Source: an optimization exercise on an open RTL-to-GDS flow (aim: small area and a short achievable clock period). Production flows keep margins and buffers that such runs may drop.
In this exercise RTL edits were held to simulation tests only and were not proved equivalent to the original.
No activity file was given, so power comes from the tool's default toggle rates.

## flow/design.v

```verilog
module MedianFilter#
  (parameter row = 430, col = 554)
  (input            clk,
  input signed[31:0]pixel,
  input       [7:0] data_in_0, data_in_1, data_in_2,
  input       [7:0] data_in_3, data_in_4, data_in_5,
  input       [7:0] data_in_6, data_in_7, data_in_8,
  output            done,
  output reg  [7:0]data_filtered);
  function [1:0] fa;
    input a, b, c;
    fa = {~((~a & ~b) | (~a & ~c) | (~b & ~c)), ~(~a ^ b ^ c)};
  endfunction
  function gek;
    input [17:0] x;
    input [17:0] k;
    integer i;
    reg g;
    begin
      g = 1'b1;
      for (i = 0; i < 18; i = i + 1)
        g = k[i] ? (x[i] & g) : (x[i] | g);
      gek = g;
    end
  endfunction
  function ge8;
    input [7:0] a, b;
    integer i;
    reg g;
    begin
      g = a[0] | ~b[0];
      for (i = 1; i < 8; i = i + 1)
        g = ~((~a[i] & b[i]) | (~a[i] & ~g) | (b[i] & ~g));
      ge8 = g;
    end
  endfunction
  function [7:0] med3;
    input [7:0] a, b, c;
    input       mid;
    reg gab, gbc, gac, sa, sb, sc;
    begin
      gab = ge8(a, b);
      gbc = ge8(b, c);
      gac = ge8(a, c);
      sa  = ~mid & (gab ^ gac);
      sb  = mid | ~(gab ^ gbc);
      sc  = ~mid & (gac ^ gbc);
      med3 = ({8{sa}} & a) | ({8{sb}} & b) | ({8{sc}} & c);
    end
  endfunction
  wire [17:0] s = pixel[17:0];
  wire lo18 = ~pixel[31] & ~|pixel[30:18];      
  wire inimg = lo18 & ~gek(s, 18'd238220);      
  wire fl = ~pixel[31] & ~|pixel[30:9] & ~gek({9'd0, pixel[8:0]}, 18'd430);
  wire fr = inimg & gek(s, 18'd237790);
  wire lr = fl | fr;
  wire [1:0] l0 = fa(s[1], s[5], s[9]);        
  wire [1:0] l1 = fa(s[13], s[17], s[0]);      
  wire [1:0] l2 = fa(s[2], s[6], s[10]);       
  wire [1:0] l3 = fa(s[3], s[7], s[11]);       
  wire [1:0] l4 = fa(s[4], s[8], s[12]);       
  wire [1:0] m0 = fa(l0[0], l1[0], l4[1]);     
  wire [1:0] m1 = fa(l2[0], s[14], l0[1]);     
  wire [1:0] m2 = fa(l3[0], s[15], l2[1]);     
  wire [1:0] m3 = fa(l4[0], s[16], l3[1]);     
  wire [1:0] n1 = fa(m1[0], l1[1], m0[1]);     
  wire [1:0] n2 = fa(m2[0], m1[1], n1[1]);     
  wire [1:0] n3 = fa(m3[0], m2[1], n2[1]);     
  wire [1:0] n0 = fa(m0[0], m3[1], n3[1]);     
  wire z5 = (~n3[0] & ~n2[0] & ~n1[0] & ~n0[1] & ~n0[0]) |
             (~n3[0] & ~n2[0] & n1[0] & n0[1] & n0[0]) |
             (~n3[0] & n2[0] & ~n1[0] & ~n0[1] & n0[0]) |
             (n3[0] & ~n2[0] & ~n1[0] & n0[1] & ~n0[0]) |
             (n3[0] & ~n2[0] & n1[0] & ~n0[1] & ~n0[0]) |
             (n3[0] & n2[0] & ~n1[0] & n0[1] & n0[0]) |
             (n3[0] & n2[0] & n1[0] & ~n0[1] & n0[0]);
  wire [1:0] f0 = fa(s[1], ~s[8], s[15]);      
  wire [1:0] f1 = fa(s[2], ~s[9], s[16]);      
  wire [1:0] f2 = fa(s[3], ~s[10], s[17]);     
  wire [1:0] g3 = fa(s[4], ~s[11], f2[1]);     
  wire [1:0] g4 = fa(s[5], ~s[12], g3[1]);     
  wire [1:0] g5 = fa(s[6], ~s[13], g4[1]);     
  wire [1:0] g6 = fa(s[7], ~s[14], g5[1]);     
  wire [1:0] h0 = fa(f0[0], s[0], ~g6[1]);     
  wire [1:0] h1 = fa(f1[0], f0[1], h0[1]);     
  wire [1:0] h2 = fa(f2[0], f1[1], h1[1]);     
  wire z43 = (~g6[0] & g5[0] & ~g4[0] & ~g3[0] & h2[1] & ~h2[0] & h1[0] & ~h0[0]) |
              (~g6[0] & g5[0] & ~g4[0] & g3[0] & ~h2[1] & ~h2[0] & h1[0] & ~h0[0]) |
              (g6[0] & ~g5[0] & ~g4[0] & g3[0] & h2[1] & h2[0] & ~h1[0] & h0[0]) |
              (g6[0] & ~g5[0] & g4[0] & ~g3[0] & ~h2[1] & h2[0] & ~h1[0] & h0[0]) |
              (g6[0] & g5[0] & g4[0] & g3[0] & h2[1] & ~h2[0] & ~h1[0] & ~h0[0]);
  wire tb = inimg & z43 & z5;
  wire [7:0] m0r = med3(data_in_0, data_in_1, data_in_2, lr);
  wire [7:0] m1r = med3(data_in_3, data_in_4, data_in_5, lr);
  wire [7:0] m2r = med3(data_in_6, data_in_7, data_in_8, lr);
  always @(posedge clk)
    data_filtered <= med3(m0r, m1r, m2r, tb);
  MedianFilter_done u_done (.pixel(pixel), .done(done));
endmodule
module MedianFilter_done
  (input signed [31:0] pixel,
   output              done);
  wire ge = pixel[17] & pixel[16] & pixel[15] &
            (pixel[14] | pixel[13] & (pixel[12] | pixel[11] | pixel[10] |
             pixel[9] & (pixel[8] | pixel[7] & (pixel[6] | pixel[5] | pixel[4] |
             pixel[3] & (pixel[2] | pixel[1] & pixel[0])))));
  assign done = ~pixel[31] & (|pixel[30:18] | ge);
endmodule
```

## flow/flow/run.sh

```bash
#!/bin/bash
# Layout flow: the standard flow, except that
#  - synthesis maps the logic with an area-oriented ABC script (flow/area.abc);
#    everything else in synthesis, registers included, is as standard.sh synth does it;
#  - the helper module MedianFilter_done (the done output) is mapped for speed
#    with ORFS's own speed script, apart from the rest;
#  - after synthesis, full adders are flipped where that saves inverters
#    (flow/fa_polarity.py), kept only if Yosys proves the result equivalent;
#  - the port buffers are the smallest buffer, sky130_fd_sc_hd__buf_1.
# Each tool's output goes to a log file of its own in this folder.
set -euo pipefail
W=$PWD
R=$W/orfs/results/$FLOW_PLATFORM/MedianFilter/base

# 1. The standard synthesis, kept for reference.
bash standard.sh synth > 1_standard_synth.log 2>&1
cp $R/1_2_yosys.v $W/standard_1_2_yosys.v

# 2. The same synthesis with the area ABC script; it replaces 1_2_yosys.v.
MY_ABC_SCRIPT=$W/flow/area.abc MY_FAST_MODULE=MedianFilter_done SYNTH_KEEP_MODULES=MedianFilter_done make -C $FLOW_HOME DESIGN_CONFIG=$W/config.mk \
  WORK_HOME=$W/orfs CLKGATE_MAP_FILE= SYNTH_SCRIPT=$W/flow/my_synth.tcl \
  do-yosys > 2_area_synth.log 2>&1
cp $W/orfs/logs/$FLOW_PLATFORM/MedianFilter/base/1_2_yosys.log $W/2_area_synth_yosys.log

# The registers must be the standard synthesis's: same names, same cells.
regs() { grep -E '^\s*sky130_fd_sc_hd__(df|ed|sd)[a-z0-9_]*\s' "$1" | awk '{print $1, $2}' | sort; }
if ! diff <(regs $W/standard_1_2_yosys.v) <(regs $R/1_2_yosys.v) > 3_register_check.log 2>&1; then
  echo "register mismatch" >> 3_register_check.log
  exit 1
fi

# 2b. Full-adder polarity (a full adder is self-dual), checked by a SAT proof.
YOSYS=$FLOW_HOME/../tools/install/yosys/bin/yosys
[[ -x $YOSYS ]] || YOSYS=yosys
cp $R/1_2_yosys.v $W/area_1_2_yosys.v
if python3 $W/flow/fa_polarity.py $W/area_1_2_yosys.v $W/pol_1_2_yosys.v > 4_fa_polarity.log 2>&1; then
  sed -e "s#@LIB@#$FLOW_HOME/platforms/$FLOW_PLATFORM/lib/sky130_fd_sc_hd__tt_025C_1v80.lib#" \
      -e "s#@GOLD@#$W/area_1_2_yosys.v#" -e "s#@GATE@#$W/pol_1_2_yosys.v#" \
      $W/flow/equiv.ys.in > $W/equiv.ys
  if $YOSYS -s $W/equiv.ys > 5_fa_polarity_equiv.log 2>&1; then
    cp $W/pol_1_2_yosys.v $R/1_2_yosys.v
    echo "fa_polarity: netlist replaced" >> 4_fa_polarity.log
  else
    echo "fa_polarity: not proven, netlist kept" >> 4_fa_polarity.log
  fi
fi

# 3. The rest of the standard flow, from 1_synth.odb to the final DEF.
BUFFER_PORTS_ARGS="-buffer_cell sky130_fd_sc_hd__buf_1" bash standard.sh finish > 6_layout.log 2>&1
```

## flow/flow/area.abc

```
strash
&get -n
&fraig -x
&put
scorr
dc2
dretime
strash
&get -n
&st
&syn3
&dch -f
&nf -a -R 1000 -E 100
&st
&syn3
&dch -f
&nf -a -R 1000 -E 100
&put
```

## flow/flow/equiv.ys.in

```
read_liberty -ignore_miss_func @LIB@
read_verilog @GOLD@
rename MedianFilter gold
read_verilog @GATE@
rename MedianFilter gate
flatten
proc
miter -equiv -flatten -make_assert -ignore_gold_x gold gate miter
hierarchy -top miter
flatten
opt -fast
sat -verify -prove-asserts -tempinduct -set-init-undef -seq 1 miter
```

## flow/flow/fa_polarity.py

```python
"""Flip full adders in a mapped netlist to save inverters.

A full adder is self-dual: fa(~a, ~b, ~c) = ~fa(a, b, c). So an adder cell
may be given the complements of its inputs if its outputs' consumers are
given the complements of its outputs; the cell itself does not change. This
script picks, for the sky130 fa cells of a flat Yosys netlist, the set to
treat that way that needs the fewest inverters, rewires the nets around
them and their inverters accordingly, and writes the netlist back. Nets that
reach a port through inverters are left alone.
usage: fa_polarity.py in.v out.v
"""
import re, sys, random

INV_NEW = "sky130_fd_sc_hd__clkinv_1"
OUT_PINS = {"X", "Y", "Q", "Q_N", "COUT", "SUM", "HI", "LO"}


def is_inv(t):
    return "__inv_" in t or "__clkinv_" in t


def main(src, dst):
    text = open(src).read()
    m = re.search(r"\bmodule\b.*?;", text, re.S)
    head_end = m.end()
    end = text.rindex("endmodule")
    body = text[head_end:end]
    stmts = [s.strip() for s in body.split(";")]
    decls, cells = [], []
    oports, iports = set(), set()
    for s in stmts:
        if not s:
            continue
        mm = re.match(r"(sky130_fd_sc_hd__\w+)\s+(\\\S+|\S+)\s*\((.*)\)\s*$", s, re.S)
        if mm:
            pins = {p: n.strip() for p, n in re.findall(r"\.(\w+)\(([^()]*)\)", mm.group(3))}
            cells.append([mm.group(1), mm.group(2), pins])
            continue
        if s.startswith("assign"):
            sys.exit("fa_polarity: assign statements are not handled")
        decls.append(s)
        dm = re.match(r"(input|output|inout)\s*(\[(\d+):(\d+)\])?\s*(\S+)$", s)
        if dm:
            names = [dm.group(5)] if not dm.group(2) else [
                "%s[%d]" % (dm.group(5), i)
                for i in range(min(int(dm.group(3)), int(dm.group(4))),
                               max(int(dm.group(3)), int(dm.group(4))) + 1)]
            (oports if dm.group(1) == "output" else iports).update(names)
            if dm.group(2):
                (oports if dm.group(1) == "output" else iports).add(dm.group(5))
    drv, cons = {}, {}
    for i, (t, nm, pins) in enumerate(cells):
        for p, n in pins.items():
            if p in OUT_PINS:
                drv[n] = (i, p)
            else:
                cons.setdefault(n, []).append((i, p))
    def root(n):
        par = 0
        seen = 0
        while n in drv and is_inv(cells[drv[n][0]][0]) and seen < 50:
            n = cells[drv[n][0]][2]["A"]
            par ^= 1
            seen += 1
        return n, par
    fas = [i for i, c in enumerate(cells) if "__fa_" in c[0]]
    fidx = {c: k for k, c in enumerate(fas)}
    # every net, grouped by root
    nets = set(drv) | set(cons)
    byroot = {}
    for n in nets:
        r, par = root(n)
        byroot.setdefault(r, []).append((n, par))
    roots = []
    for r, members in byroot.items():
        touches_fa = (r in drv and drv[r][0] in fidx) or any(
            cells[i][0].find("__fa_") >= 0 for n, _ in members for i, _ in cons.get(n, []))
        if not touches_fa:
            continue
        if any(n in oports for n, _ in members) or r in oports:
            continue
        if re.match(r"1'b[01]$", r):
            continue
        reqs = []
        for n, par in members:
            chain = []
            x = n
            while x in drv and is_inv(cells[drv[x][0]][0]):
                chain.append(drv[x][0])
                x = cells[drv[x][0]][2]["A"]
            for i, p in cons.get(n, []):
                if is_inv(cells[i][0]):
                    continue
                reqs.append((i, p, par, fidx.get(i), frozenset(chain)))
        prov = fidx[drv[r][0]] if r in drv and drv[r][0] in fidx else None
        invs = [drv[n][0] for n, par in members if n in drv and is_inv(cells[drv[n][0]][0])]
        roots.append((r, reqs, prov, invs))
    if not fas or not roots:
        open(dst, "w").write(text)
        print("fa_polarity: nothing to do")
        return
    # A root driven by an adder has all its consumers rewired. For any other
    # root, only the adder pins whose adder flips are rewired (to the root or
    # to one new inverter); the rest keep the inverters they have, so logic
    # outside the adders (the done output's, say) keeps its own drivers.
    def cost(f):
        c = 0
        for r, reqs, prov, invs in roots:
            if prov is not None:
                pv = f[prov]
                for i, p, par, fa, ch in reqs:
                    if par ^ pv ^ (f[fa] if fa is not None else 0):
                        c += 1
                        break
            else:
                kept = set()
                new = 0
                for i, p, par, fa, ch in reqs:
                    if fa is not None and f[fa]:
                        new |= par ^ 1
                    else:
                        kept |= ch
                c += len(kept) + new
        return c
    n = len(fas)
    zero = [0] * n
    base = cost(zero)
    now = cost(zero)
    best, bestc = zero[:], base
    rnd = random.Random(7)
    for restart in range(200):
        f = zero[:] if restart == 0 else [rnd.randint(0, 1) for _ in range(n)]
        c = cost(f)
        improved = True
        while improved:
            improved = False
            for i in range(n):
                f[i] ^= 1
                c2 = cost(f)
                if c2 < c:
                    c, improved = c2, True
                else:
                    f[i] ^= 1
        if c < bestc:
            best, bestc = f[:], c
    print("fa_polarity: %d adders, inverters on adder nets %d (%d if merged), %d after flipping %d"
          % (n, now, base, bestc, sum(best)))
    if bestc >= now:
        open(dst, "w").write(text)
        return
    # rewire
    dead = set()
    newcells = []
    newwires = []
    k = 0
    for r, reqs, prov, invs in roots:
        pv = best[prov] if prov is not None else 0
        if prov is not None:
            dead.update(invs)
        else:
            kept = set()
            for i, p, par, fa, ch in reqs:
                if not (fa is not None and best[fa]):
                    kept |= ch
            dead.update(set(invs) - kept)
        neg = None
        for i, p, par, fa, ch in reqs:
            if prov is None and not (fa is not None and best[fa]):
                continue
            need = par ^ pv ^ (best[fa] if fa is not None else 0)
            if need:
                if neg is None:
                    neg = "_fapol%d_" % k
                    newwires.append(neg)
                    newcells.append([INV_NEW, "_fapol_inv%d_" % k, {"A": r, "Y": neg}])
                    k += 1
                cells[i][2][p] = neg
            else:
                cells[i][2][p] = r
    out = [text[:head_end], "\n"]
    for d in decls:
        out.append("  %s%s;\n" % (d, " " if d.split()[-1].startswith("\\") else ""))
    for w in newwires:
        out.append("  wire %s;\n" % w)
    for i, (t, nm, pins) in enumerate(cells + newcells):
        if i in dead:
            continue
        # an escaped name ends at white space
        pl = ",\n".join("    .%s(%s%s)" % (p, v, " " if v.startswith("\\") else "")
                        for p, v in pins.items())
        out.append("  %s %s (\n%s\n  );\n" % (t, nm, pl))
    out.append("endmodule\n")
    open(dst, "w").write("".join(out))

main(sys.argv[1], sys.argv[2])
```

## flow/flow/my_synth.tcl

```tcl
# The standard synthesis (synth_recipe.tcl), except for ABC: the top module is
# mapped with this flow's area script (MY_ABC_SCRIPT), and the module named in
# MY_FAST_MODULE, if any (kept apart by SYNTH_KEEP_MODULES), with ORFS's own
# speed script and delay target.
proc synth {args} { yosys synth -nofsm -noshare {*}$args }
proc abc {args} {
  set area $args
  set i [lsearch -exact $area -script]
  lset area [expr {$i + 1}] $::env(MY_ABC_SCRIPT)
  set j [lsearch -exact $area -D]
  if {$j >= 0} { set area [lreplace $area $j [expr {$j + 1}]] }
  if {[info exists ::env(MY_FAST_MODULE)] && $::env(MY_FAST_MODULE) ne ""} {
    yosys abc {*}$args $::env(MY_FAST_MODULE)
    yosys abc {*}$area $::env(DESIGN_NAME)
  } else {
    yosys abc {*}$area
  }
}
source $::env(SCRIPTS_DIR)/synth.tcl
# left out here: clear keep_hierarchy, flatten, clean up, hide names made inside functions, write 1_2_yosys.v
```

## flow/standard.sh

```bash
#!/bin/bash
# synth_recipe.tcl (not shown) runs the flow's synth.tcl, then flattens the netlist and writes it again
# the make line also repeats each setting of config.mk as NAME=value (left out here)
make -C /OpenROAD-flow-scripts/flow DESIGN_CONFIG=/design/flow/config.mk WORK_HOME=/design/flow/orfs CLKGATE_MAP_FILE= SYNTH_SCRIPT=/design/flow/synth_recipe.tcl "${@:-finish}"
```

## flow/config.mk

```make
export PLATFORM = sky130hd
export DESIGN_NAME = MedianFilter
export DESIGN_NICKNAME = MedianFilter
export VERILOG_FILES = /design/flow/design.v
export SDC_FILE = /design/flow/constraint.sdc
export NUM_CORES = 4
export LEC_CHECK = 0
export CAP_MARGIN = 20
export CORE_MARGIN = 2
export CORE_UTILIZATION = 40
export CTS_BUF_LIST = sky130_fd_sc_hd__clkbuf_2
export SLEW_MARGIN = 20
```

## flow/constraint.sdc

```tcl
create_clock -name core_clock -period 33.0 [get_ports {clk}]
set_input_delay 6.6000 -clock core_clock [delete_from_list [all_inputs] [get_ports {clk}]]
set_output_delay 6.6000 -clock core_clock [all_outputs]
set_load 0.01 [all_outputs]
```

==> impl_metrics.yaml, run 1 <==
floorplanning:
  die_area_um2: 7140
  floorplan.core_area_um2: 6310
  io_pins: 114
  placement_rows: 29
  start_util_pct: 41.1
  chipHeight_um: 84.5
  dieWidth_um: 84.5
sta:
  timing.fmax_mhz: 69.9
  final.min_clock_period_ns: 14.31
  slew_headroom_pct: 36.7
  rsz_0062_raised_after_global_routing: "false"
  report.final.hold_viol_count: 0
  setup_viols_final: 0
  layout_worst_path_cycle_share_pct: 43.4
  totalNegativeSetupSlack_ns: 0
  tightest_slew_ns: 0.939
  finalMaxSlewViolations: 0
worst_setup_path:
  crit_path_start: "pixel[5]"
  cp_num_buf_inv: 2
  crit_path_top_delay_cell: "sky130_fd_sc_hd__nor4_2"
  worst_path_largest_cell_delay_ns: 0.31
  critical_path.most_common_cell: "sky130_fd_sc_hd__buf_1"
  critical_path.max_fanout: 5
  critical_path_arrival_ns: 7.71
  critical_path_cell_count: 6
  timing.critical_path.required_ns: 26.40
  critical_path.top_delay_family: "compound AO/OA/AOI/OAI gates"
  worst_setup_path_start_kind: "input port"
  worstSetupEndpoint: "done"
  sort_of_element_at_the_end_of_the_critical_path: "output pin"
  criticalPathCategory: "input port to output pin"
  timing.critical_path.cells: "buf_1 > nor4_2 > o211ai_1 > a311oi_1 > nor3_1 > buf_1"
clock_tree:
  post_cts_buffers: 0
  cts_tree: "built"
  cts-root-to-sink-buffers: 2
  clk_pin_slew_ns: 0.07
  post_cts_resize_count: 0
  cts_max_level: 1
  clk_root_buffer_cell: "sky130_fd_sc_hd__clkbuf_2"
  numCtsBuffers: 3
  cts.sinks: 8
  number_of_hold_repair_buffers_added_at_the_cts_stage: 0
place:
  detailedPlacementHpwl_um: 6780
  gp_routability_congestion: 0.895
  portBuffers: 113
detailed_routing:
  detail_route.vias_per_cell: 5.98
  drt_iter0_drc: 256
  drt_pre_antenna_iters: 7
  finalWirelength_um: 7950
  ant_nets: 0
  route.vias.total: 3216
  drcViolationCount: 0
  detail_route.wl_per_cell_um: 14.8
global_routing:
  groute.usage.overall_pct: 21.7
  grt_overflow: 0
  grt_antenna_before_repair: 0
  grt_pass1_vias: 3016
  grt_start_max_net_pins: 14
  grt_pass1_wl_um: 13400
layout:
  antenna-diode-count: 0
  layout-area-overhead-vs-synth_pct: 20.7
  top_regs: "data_filtered (8)"
  largest_register: "data_filtered"
  layout.area.seq_um2: 160
  largest_register_ff_count: 8
  post_route_cells_drive_above_1_share_pct: 1.08
  num-fill-cells: 681
  multi_input_area_um2: 2180
  nNetsFinal: 591
power:
  internal-power_uw: 60.7
  post-layout-total-power_uw: 130
  irDropWorstVdd_uv: 39.1
  p_comb_share_pct: 83.1
  seq_power_share_pct: 12.5
  power.leakage_uw: 0.000941
  clockPowerShare_pct: 4.3
  power.net_switching_uw: 68.9
  sw_frac_of_total_pct: 53.2
  power_density_nw_per_um2: 41.4
logic_synthesis:
  synth.avg_cell_area_um2: 7.51
  synth.net_count: 473
  synth_warnings: 1
  synth_instances: 345
  mappedNetlistArea_um2: 2590
min_path:
  holdCritPathClass: "input port to flip-flop"
flow_run:
  drv_cap: 0
outcome:
  status: "finished clean"
-- how the worst min path moves through the flow --
stage / cells past startpoint / start / endpoint
floorplan: 2 / data_in_7[0] / data_filtered[0]
global placement: 1 / data_filtered[6] / data_filtered[6]
detailed placement: 1 / data_filtered[0] / data_filtered[0]
CTS: 3 / data_in_7[1] / data_filtered[1]
global route: 3 / data_in_8[0] / data_filtered[0]
finish: 3 / data_in_8[0] / data_filtered[0]
-- layer usage --
layer / track usage, % / part of all wire [%] / vias up
li1: - / - / 1599
met1: 31.6 / 47 / 1487
met2: 37.2 / 47 / 128
met3: 0.885 / 6.0 / 2
met4: 2.16 / 0.088 / 0
met5: 0 / 0 / -
-- layout by cell type, fill, tap and decap left out, drive strengths merged, types with 4 or more instances in the layout --
cell,instances
nand2,17
clkinv,66
a221oi,7
xnor2,8
fa,23
a22oi,13
nor2,24
buf,113
a221o,6
a222oi,23
o221ai,9
a31oi,4
nor3,13
maj3,27
dfxtp,8
o22ai,22
nand2b,4
a21oi,13
xor2,4
nor4,7
o21ai,24
-- layout make-up --
| cell class | instances | area share (%) |
|---|---|---|
| Inverter | 67 | 8.04 |
| Tap cell | 77 | 3.08 |
| Clock buffer | 3 | 0.480 |
| Timing Repair Buffer | 113 | 13.6 |
| Sequential cell | 8 | 5.12 |
| Multi-Input combinational cell | 270 | 69.7 |
-- power by group through the flow --
stage / Clock, uW / Sequential (uW) / Combinational [uW]
finish: 5.61 / 16.2 / 108
global route: 6.29 / 16.7 / 120
CTS: 5.77 / 16.4 / 108
detailed placement: 0 / 16.6 / 107
global placement: 0 / 16.5 / 106
floorplan: 0 / 19.1 / 73.2
-- through the flow --
| step | cells | util [%] | setup WS [ns] | instance area (um^2) | hold WS [ns] |
|---|---|---|---|---|---|
| CTS | 538 | 49.5 | 18.67 | 3130 | 6.82 |
| finish | 538 | 49.5 | 18.69 | 3130 | 6.83 |
| global route | 538 | 49.5 | 18.58 | 3130 | 6.82 |
| floorplan | 345 | - | 19.09 | 2590 | 6.83 |
| detailed placement | 535 | 49.3 | 18.69 | 3110 | 6.99 |
| global placement | 535 | 49.3 | 18.75 | 3110 | 6.99 |
==> run 2, diff against run 1 <==
--- a/flow/config.mk
+++ b/flow/config.mk
@@ -9,4 +9,6 @@
 export CORE_MARGIN = 2
 export CORE_UTILIZATION = 40
 export CTS_BUF_LIST = sky130_fd_sc_hd__clkbuf_2
+export CTS_CLUSTER_DIAMETER = 200
+export CTS_CLUSTER_SIZE = 10
 export SLEW_MARGIN = 20
==> impl_metrics.yaml, run 2 <==
place:
  detailedPlacementHpwl_um: 6890
  gp_routability_congestion: 0.893
  portBuffers: 113
sta:
  totalNegativeSetupSlack_ns: 0
  layout_worst_path_cycle_share_pct: 43.3
  timing.fmax_mhz: 70.0
  slew_headroom_pct: 35.3
  report.final.hold_viol_count: 0
  finalMaxSlewViolations: 0
  rsz_0062_raised_after_global_routing: "false"
  final.min_clock_period_ns: 14.29
  setup_viols_final: 0
  tightest_slew_ns: 0.961
global_routing:
  grt_start_max_net_pins: 14
  grt_antenna_before_repair: 0
  grt_overflow: 0
  groute.usage.overall_pct: 21.5
  grt_pass1_wl_um: 13200
  grt_pass1_vias: 2882
floorplanning:
  die_area_um2: 7140
  io_pins: 114
  start_util_pct: 41.1
  placement_rows: 29
  chipHeight_um: 84.5
  floorplan.core_area_um2: 6310
  dieWidth_um: 84.5
layout:
  layout_common_cells: "sky130_fd_sc_hd__buf_1, sky130_fd_sc_hd__clkinv_1, sky130_fd_sc_hd__maj3_1, sky130_fd_sc_hd__nor2_1, sky130_fd_sc_hd__o21ai_0"
  antenna-diode-count: 0
  top_regs: "data_filtered (8)"
  post_route_cells_drive_above_1_share_pct: 1.08
  layout-area-overhead-vs-synth_pct: 20.7
  largest_register: "data_filtered"
  nNetsFinal: 591
  final_common_cell: "sky130_fd_sc_hd__buf_1"
  fin_util_pct: 49.5
  num-fill-cells: 671
  largest_register_ff_count: 8
detailed_routing:
  finalWirelength_um: 8060
  route.vias.total: 3212
  drt_pre_antenna_iters: 5
  detail_route.vias_per_cell: 5.97
  detail_route.wl_per_cell_um: 15.0
  drcViolationCount: 0
  drt_iter0_drc: 293
  ant_nets: 0
min_path:
  hold_path_startpoint: "data_in_8[0]"
  holdCritPathClass: "input port to flip-flop"
  whs_path_depth: 3
clock_tree:
  numCtsBuffers: 3
  clk_pin_slew_ns: 0.07
  cts_tree: "built"
  post_cts_buffers: 0
  cts_max_level: 1
  cts-root-to-sink-buffers: 2
  cts.sinks: 8
  number_of_hold_repair_buffers_added_at_the_cts_stage: 0
  clk_root_buffer_cell: "sky130_fd_sc_hd__clkbuf_2"
  post_cts_resize_count: 0
worst_setup_path:
  crit_path_start: "pixel[5]"
  critical_path.max_fanout: 5
  worst_setup_path_start_kind: "input port"
  critical_path_arrival_ns: 7.69
  criticalPathCategory: "input port to output pin"
  sort_of_element_at_the_end_of_the_critical_path: "output pin"
  timing.critical_path.required_ns: 26.40
power:
  power.net_switching_uw: 69.3
  seq_power_share_pct: 12.4
  sw_frac_of_total_pct: 53.3
  clockPowerShare_pct: 4.2
  irDropWorstVdd_uv: 34.7
  p_comb_share_pct: 83.4
  internal-power_uw: 60.7
  power_density_nw_per_um2: 41.5
  power.leakage_uw: 0.000941
logic_synthesis:
  synth.avg_cell_area_um2: 7.51
  synth.net_count: 473
  synth_warnings: 1
  mappedNetlistArea_um2: 2590
  synth_instances: 345
outcome:
  status: "finished clean"
flow_run:
  drv_cap: 0
## run 2: critical path: stages
cell                       delay (ns)
sky130_fd_sc_hd__buf_1           0.15
sky130_fd_sc_hd__nor4_2          0.29
sky130_fd_sc_hd__o211ai_1        0.14
sky130_fd_sc_hd__a311oi_1        0.29
sky130_fd_sc_hd__nor3_1          0.08
sky130_fd_sc_hd__buf_1           0.13
## run 2: path summary, 6_finish.rpt
check	slack [ns]	end
setup / recovery	18.71	done
hold / removal	6.84	data_filtered[0]
## run 2: power groups by stage
| stage | clock network (uW) | logic (uW) | registers (uW) |
|---|---|---|---|
| detailed placement | 0 | 107 | 16.4 |
| CTS | 5.56 | 108 | 16.2 |
| finish | 5.40 | 108 | 16.2 |
| floorplan | 0 | 73.2 | 19.1 |
| global route | 6.20 | 121 | 16.5 |
| global placement | 0 | 106 | 16.4 |
## run 2: metrics by stage
stage	hold slack, ns	instance area (um^2)	std cells	power, uW	worst slack, ns
floorplan	6.83	2590	345	92.3	19.09
global placement	6.99	3110	535	122	18.74
detailed placement	6.99	3110	535	124	18.72
CTS	6.82	3130	538	130	18.71
global route	6.84	3130	538	143	18.59
finish	6.84	3130	538	130	18.71
## run 2: area by class of cell
class / instances / area, um^2 / share of cell area [%]
timing repair buffer: 113 / 424 / 13.6
tap: 77 / 96.3 / 3.08
inverter: 67 / 251 / 8.04
multi-input combinational: 270 / 2180 / 69.7
sequential: 8 / 160 / 5.12
clock buffer: 3 / 15.0 / 0.480
## run 2: per-layer routing
metal	GRT usage, %	vias to the layer above	wire, um
met5	0	-	0
met4	2.45	0	18
met3	0.885	4	442
met2	35.5	122	3830
met1	32.3	1499	3770
li1	-	1587	-
==> run 3, diff against run 2 <==
==> flow/config.mk (replaced) <==
export PLATFORM = sky130hd
export DESIGN_NAME = MedianFilter
export DESIGN_NICKNAME = MedianFilter
export VERILOG_FILES = /design/flow/design.v
export SDC_FILE = /design/flow/constraint.sdc
export NUM_CORES = 4
export LEC_CHECK = 0
export CAP_MARGIN = 0
export CORE_MARGIN = 2
export CORE_UTILIZATION = 40
export CTS_BUF_LIST = sky130_fd_sc_hd__clkbuf_2
export GPL_TIMING_DRIVEN = 0
export SLEW_MARGIN = 0
==> impl_metrics.yaml, run 3 <==
clock_tree:
  numCtsBuffers: 3
  cts_tree: "built"
  clk_root_buffer_cell: "sky130_fd_sc_hd__clkbuf_2"
  number_of_hold_repair_buffers_added_at_the_cts_stage: 0
  cts_max_level: 1
  cts.sinks: 8
  post_cts_buffers: 0
  clk_pin_slew_ns: 0.07
  post_cts_resize_count: 0
  cts-root-to-sink-buffers: 2
layout:
  layout_common_cells: "sky130_fd_sc_hd__buf_1, sky130_fd_sc_hd__clkinv_1, sky130_fd_sc_hd__maj3_1, sky130_fd_sc_hd__nor2_1, sky130_fd_sc_hd__o21ai_0"
  post_route_cells_drive_above_1_share_pct: 1.08
  layout.cell_area.non_filler_um2: 3130
  nNetsFinal: 591
  largest_register_ff_count: 8
  layout-area-overhead-vs-synth_pct: 20.7
  final_common_cell: "sky130_fd_sc_hd__buf_1"
  largest_register: "data_filtered"
  antenna-diode-count: 0
  finish.cell_count_without_fillers: 538
  layout.area.seq_um2: 160
  multi_input_area_um2: 2180
  top_regs: "data_filtered (8)"
  num-fill-cells: 680
place:
  portBuffers: 113
  placed_cell_count: 535
  gp_routability_congestion: 0.900
  placed_cell_area_um2: 3110
  detailedPlacementHpwl_um: 6750
global_routing:
  grt_pass1_wl_um: 13400
  groute.usage.overall_pct: 21.6
  grt_overflow: 0
  grt_antenna_before_repair: 0
  grt_start_max_net_pins: 14
  grt_pass1_vias: 2954
power:
  irDropWorstVdd_uv: 37.8
  seq_power_share_pct: 12.5
  clockPowerShare_pct: 4.3
  internal-power_uw: 60.5
  power.leakage_uw: 0.000941
  power.net_switching_uw: 68.3
  p_comb_share_pct: 83.2
  power_density_nw_per_um2: 41.2
  sw_frac_of_total_pct: 53.0
floorplanning:
  start_util_pct: 41.1
  dieWidth_um: 84.5
  chipHeight_um: 84.5
  die_area_um2: 7140
  placement_rows: 29
  io_pins: 114
  floorplan.core_area_um2: 6310
detailed_routing:
  ant_nets: 0
  drt_iter0_drc: 245
  drt_pre_antenna_iters: 8
  detail_route.wl_per_cell_um: 14.6
  detail_route.vias_per_cell: 5.97
  route.vias.total: 3212
  drcViolationCount: 0
  finalWirelength_um: 7850
sta:
  slew_headroom_pct: 37.4
  report.final.hold_viol_count: 0
  totalNegativeSetupSlack_ns: 0
  layout_worst_path_cycle_share_pct: 43.3
  rsz_0062_raised_after_global_routing: "false"
  timing.fmax_mhz: 69.9
  tightest_slew_ns: 0.930
  finalMaxSlewViolations: 0
  final.min_clock_period_ns: 14.30
  setup_viols_final: 0
logic_synthesis:
  synth.avg_cell_area_um2: 7.51
  synth_warnings: 1
  synth_instances: 345
  mappedNetlistArea_um2: 2590
  synth.net_count: 473
min_path:
  holdCritPathClass: "input port to flip-flop"
worst_setup_path:
  critical_path.most_common_cell: "sky130_fd_sc_hd__buf_1"
  critical_path.top_delay_family: "compound AO/OA/AOI/OAI gates"
  criticalPathCategory: "input port to output pin"
  crit_path_top_delay_cell: "sky130_fd_sc_hd__a311oi_1"
  critical_path.max_fanout: 5
  worst_path_largest_cell_delay_ns: 0.32
  cp_num_buf_inv: 2
  timing.critical_path.cells: "buf_1 > nor4_2 > o211ai_1 > a311oi_1 > nor3_1 > buf_1"
  timing.critical_path.required_ns: 26.40
  critical_path_arrival_ns: 7.70
  sort_of_element_at_the_end_of_the_critical_path: "output pin"
  worst_setup_path_start_kind: "input port"
outcome:
  status: "finished clean"
flow_run:
  drv_cap: 0
run 3: cell counts in the layout (fill, tap and decap cells not counted):
No cell type changed its count.
run 3: metrics by stage:
stage	hold slack, ns	setup slack, ns	total power [uW]	utilization [%]
finish	6.81	18.70	129	49.5
floorplan	6.83	19.09	92.3	-
global route	6.83	18.56	144	49.5
CTS	6.80	18.69	128	49.5
detailed placement	6.98	18.71	122	49.3
global placement	6.99	18.69	121	49.3
run 3: cell type report:
type                    instances  area share (%)
clock buffers                   3           0.480
inverters                      67            8.04
flip-flops and latches          8            5.12
well taps                      77            3.08
multi-input cells             270            69.7
repair buffers                113            13.6
run 3: per-layer routing:
metal	track usage, %	wire length, um
met1	32.4	3720
met2	35.9	3670
met4	1.44	1
met5	0	0
met3	1.38	452
run 3: worst paths after layout:
check	start	to	slack, ns	cells past startpoint
worst max-delay path	pixel[5]	done	18.70	6
worst min-delay path	data_in_8[0]	data_filtered[0]	6.81	3
run 3: power groups by stage:
stage / combinational [uW] / sequential (uW) / clock [uW]
after floorplan: 73.2 / 19.1 / 0
after CTS: 107 / 16.1 / 5.66
after global placement: 105 / 16.4 / 0
final: 107 / 16.1 / 5.53
after detailed placement: 106 / 16.3 / 0
after global routing: 121 / 16.6 / 6.28
run 3: tightest hold or removal path, delay by kind of cell:
family	cells	cell delay, ns
AOI/OAI and AO/OA	2	0.28
buffers and inverters	1	0.11
==> run 4, diff against run 3 <==
--- a/flow/design.v
+++ b/flow/design.v
@@ -28,9 +28,9 @@
     integer i;
     reg g;
     begin
-      g = a[0] | ~b[0];
-      for (i = 1; i < 8; i = i + 1)
-        g = ~((~a[i] & b[i]) | (~a[i] & ~g) | (b[i] & ~g));
+      g = 1'b1;
+      for (i = 0; i < 8; i = i + 1)
+        g = (a[i] & ~b[i]) | (a[i] & g) | (~b[i] & g);
       ge8 = g;
     end
   endfunction
@@ -100,9 +100,5 @@
 module MedianFilter_done
   (input signed [31:0] pixel,
    output              done);
-  wire ge = pixel[17] & pixel[16] & pixel[15] &
-            (pixel[14] | pixel[13] & (pixel[12] | pixel[11] | pixel[10] |
-             pixel[9] & (pixel[8] | pixel[7] & (pixel[6] | pixel[5] | pixel[4] |
-             pixel[3] & (pixel[2] | pixel[1] & pixel[0])))));
-  assign done = ~pixel[31] & (|pixel[30:18] | ge);
+  assign done = ~pixel[31] & (pixel[30:0] >= 31'd238219);
 endmodule
--- a/flow/flow/my_synth.tcl
+++ b/flow/flow/my_synth.tcl
@@ -1,9 +1,10 @@
 # The standard synthesis (synth_recipe.tcl), except for ABC: the top module is
 # mapped with this flow's area script (MY_ABC_SCRIPT), and the module named in
 # MY_FAST_MODULE, if any (kept apart by SYNTH_KEEP_MODULES), with ORFS's own
-# speed script and delay target.
+# speed script and delay target, and then again on its own (see below).
 proc synth {args} { yosys synth -nofsm -noshare {*}$args }
 proc abc {args} {
+  set ::orfs_abc_args $args
   set area $args
   set i [lsearch -exact $area -script]
   lset area [expr {$i + 1}] $::env(MY_ABC_SCRIPT)
@@ -17,4 +18,21 @@
   }
 }
 source $::env(SCRIPTS_DIR)/synth.tcl
+
+# The fast module once more, on its own from the RTL with Yosys's generic
+# synthesis and ORFS's speed script, as ORFS's coarse mapping of its compare
+# leaves ABC a slower structure; its netlist replaces the one above.
+if {[info exists ::env(MY_FAST_MODULE)] && $::env(MY_FAST_MODULE) ne ""} {
+  set fastnet $::env(OBJECTS_DIR)/fast_module.v
+  yosys design -push
+  yosys read_verilog -sv {*}$::env(VERILOG_FILES)
+  yosys hierarchy -top $::env(MY_FAST_MODULE)
+  yosys synth -flatten -top $::env(MY_FAST_MODULE) -nofsm -noshare
+  yosys abc {*}$::orfs_abc_args
+  yosys opt_clean -purge
+  yosys write_verilog -noattr -noexpr $fastnet
+  yosys design -pop
+  yosys delete $::env(MY_FAST_MODULE)
+  yosys read_verilog $fastnet
+}
 # left out here: clear keep_hierarchy, flatten, clean up, hide names made inside functions, write 1_2_yosys.v
--- a/flow/config.mk
+++ b/flow/config.mk
@@ -5,9 +5,8 @@
 export SDC_FILE = /design/flow/constraint.sdc
 export NUM_CORES = 4
 export LEC_CHECK = 0
-export CAP_MARGIN = 0
+export CAP_MARGIN = 20
 export CORE_MARGIN = 2
 export CORE_UTILIZATION = 40
 export CTS_BUF_LIST = sky130_fd_sc_hd__clkbuf_2
-export GPL_TIMING_DRIVEN = 0
-export SLEW_MARGIN = 0
+export SLEW_MARGIN = 20
==> impl_metrics.yaml, run 4 <==
detailed_routing:
  highest_layer: "met4"
  drt_pre_antenna_iters: 9
  met3_wirelength_um: 606
  met2_wl_um: 3530
  ant_nets: 0
  route.vias.total: 3230
  detail_route.vias_per_cell: 5.98
  wl_met1_um: 3560
  finalWirelength_um: 7730
  drt_iter0_drc: 218
  detail_route.wl_per_cell_um: 14.3
  drcViolationCount: 0
floorplanning:
  floorplan.core_area_um2: 6310
  placement_rows: 29
  io_pins: 114
  die_area_um2: 7190
  chipHeight_um: 84.8
  start_util_pct: 41.4
  dieWidth_um: 84.8
global_routing:
  grt_pass1_vias: 3021
  grt_overflow: 0
  grt_pass1_wl_um: 13000
  grt_antenna_before_repair: 0
  groute.usage.overall_pct: 21.2
  grt_start_max_net_pins: 16
power:
  power_density_nw_per_um2: 40.5
  power.leakage_uw: 0.000968
  irDropWorstVdd_uv: 19.6
logic_synthesis:
  synth_instances: 346
  synth.avg_cell_area_um2: 7.55
  synth.net_count: 474
  synth_warnings: 1
  mappedNetlistArea_um2: 2610
worst_setup_path:
  worst_path_largest_cell_delay_ns: 0.33
  crit_path_start: "pixel[13]"
  critical_path_arrival_ns: 7.65
  worstSetupEndpoint: "done"
  timing.critical_path.required_ns: 26.40
  sort_of_element_at_the_end_of_the_critical_path: "output pin"
  criticalPathCategory: "input port to output pin"
  critical_path.max_fanout: 7
  crit_path_top_delay_cell: "sky130_fd_sc_hd__buf_1"
  timing.critical_path.cells: "buf_1 > nand2_1 > nor3_1 > nand3_1 > a211oi_1 > buf_1"
  worst_setup_path_start_kind: "input port"
  critical_path.most_common_cell: "sky130_fd_sc_hd__buf_1"
min_path:
  holdCritPathClass: "input port to flip-flop"
sta:
  totalNegativeSetupSlack_ns: 0
  final.min_clock_period_ns: 14.25
  rsz_0062_raised_after_global_routing: "false"
  finalMaxSlewViolations: 0
  timing.fmax_mhz: 70.2
  layout_worst_path_cycle_share_pct: 43.2
  slew_headroom_pct: 44.7
  setup_viols_final: 0
  report.final.hold_viol_count: 0
  tightest_slew_ns: 0.825
clock_tree:
  numCtsBuffers: 3
  cts_tree: "built"
  clk_root_buffer_cell: "sky130_fd_sc_hd__clkbuf_2"
  post_cts_buffers: 0
  cts_max_level: 1
  post_cts_resize_count: 0
  cts-root-to-sink-buffers: 2
  clk_pin_slew_ns: 0.07
  number_of_hold_repair_buffers_added_at_the_cts_stage: 0
  cts.sinks: 8
layout:
  layout_common_cells: "sky130_fd_sc_hd__buf_1, sky130_fd_sc_hd__clkinv_1, sky130_fd_sc_hd__maj3_1, sky130_fd_sc_hd__a222oi_1"
  layout-area-overhead-vs-synth_pct: 20.8
  largest_register_ff_count: 8
  top_regs: "data_filtered (8)"
  nNetsFinal: 593
  post_route_cells_drive_above_1_share_pct: 0.864
  fin_util_pct: 50.0
  antenna-diode-count: 0
  final_common_cell: "sky130_fd_sc_hd__buf_1"
  largest_register: "data_filtered"
place:
  gp_routability_congestion: 0.979
  portBuffers: 113
  detailedPlacementHpwl_um: 6730
outcome:
  status: "finished clean"
flow_run:
  drv_cap: 0
[run 4: cell count changes in the layout (fill, tap and decap cells not counted), sizes merged, moves of 6 or more]
cell,change
o22ai,-6
o21ai,-8
a22oi,-6
a221oi,+6
nand2,+6
[run 4: worst max-delay path, delay by kind of cell]
kind,cells,cell delay [ns]
compound gates,1,0.20
simple gates,3,0.34
buf+inv,2,0.51
[run 4: where the power goes]
part           internal, uW  switching [uW]
clock network          2.48            3.04
registers              15.1            1.39
logic                  43.8            61.9
total                  61.4            66.3
[run 4: layout make-up]
| cell class | count | area (um^2) |
|---|---|---|
| clock buffers | 3 | 15.0 |
| fillers | 648 | 3160 |
| inverters | 65 | 244 |
| multi-input cells | 273 | 2210 |
| flip-flops and latches | 8 | 160 |
| well taps | 77 | 96.3 |
| repair buffers | 114 | 432 |
[run 4: stage by stage]
stage	power [uW]	hold WS (ns)	setup WS, ns	instances	instance area (um^2)
3_5_place_dp	122	6.99	18.75	537	3140
3_3_place_gp	121	6.99	18.78	537	3140
4_1_cts	128	6.78	18.75	540	3150
2_1_floorplan	93.2	6.83	19.18	346	2610
6_report	128	6.80	18.75	540	3150
5_1_grt	143	6.85	18.65	540	3150
[run 4: routing by layer]
layer | GRT usage [%] | vias up
met5 | 0 | -
met3 | 2.56 | 4
met2 | 36.2 | 143
li1 | - | 1604
met1 | 29.4 | 1479
met4 | 3.17 | 0
[run 4: how the worst min path moves through the flow]
stage                     cells after the start  slack (ns)             start               end
after floorplan                               2        6.83      data_in_7[0]  data_filtered[0]
after global placement                        1        6.99  data_filtered[1]  data_filtered[1]
after detailed placement                      1        6.99  data_filtered[1]  data_filtered[1]
after CTS                                     3        6.78      data_in_7[0]  data_filtered[0]
after global routing                          3        6.85      data_in_7[0]  data_filtered[0]
final                                         3        6.80      data_in_7[0]  data_filtered[0]

## afterwards: timing with drivers on the ports
How much do the figures lean on ideal ports? The routed layouts below were timed once more, with nothing changed but the port constraints. Step 1 sets driving cells, clkbuf_16 on the clock port and buf_2 on the other inputs (assumed; they add their load-dependent delay and slew). Step 2 adds t to the input delays and takes it off the output delays; t is the mean of the earliest and latest rising clock arrival at the registers after step 1. Input paths then give back, and output paths get back, about the clock's delay inside the block. a / b / c = ideal ports / drivers / drivers and shift; a / b = the first two.
run | t (ns) | setup WS [ns] | worst data-port slew with drivers (ns)
run 1 | 0.246 | 18.694 / 18.674 / 18.674 | 0.04
run 2 | 0.237 | 18.714 / 18.694 / 18.694 | 0.04
run 3 | 0.241 | 18.702 / 18.682 / 18.682 | 0.04
run 4 | 0.242 | 18.751 / 18.725 / 18.725 | 0.04
After both steps setup and hold are still met in every run listed. For run 4, which loses most, drivers alone change the setup slack by -0.026 ns; drivers and shift together by -0.026 ns.
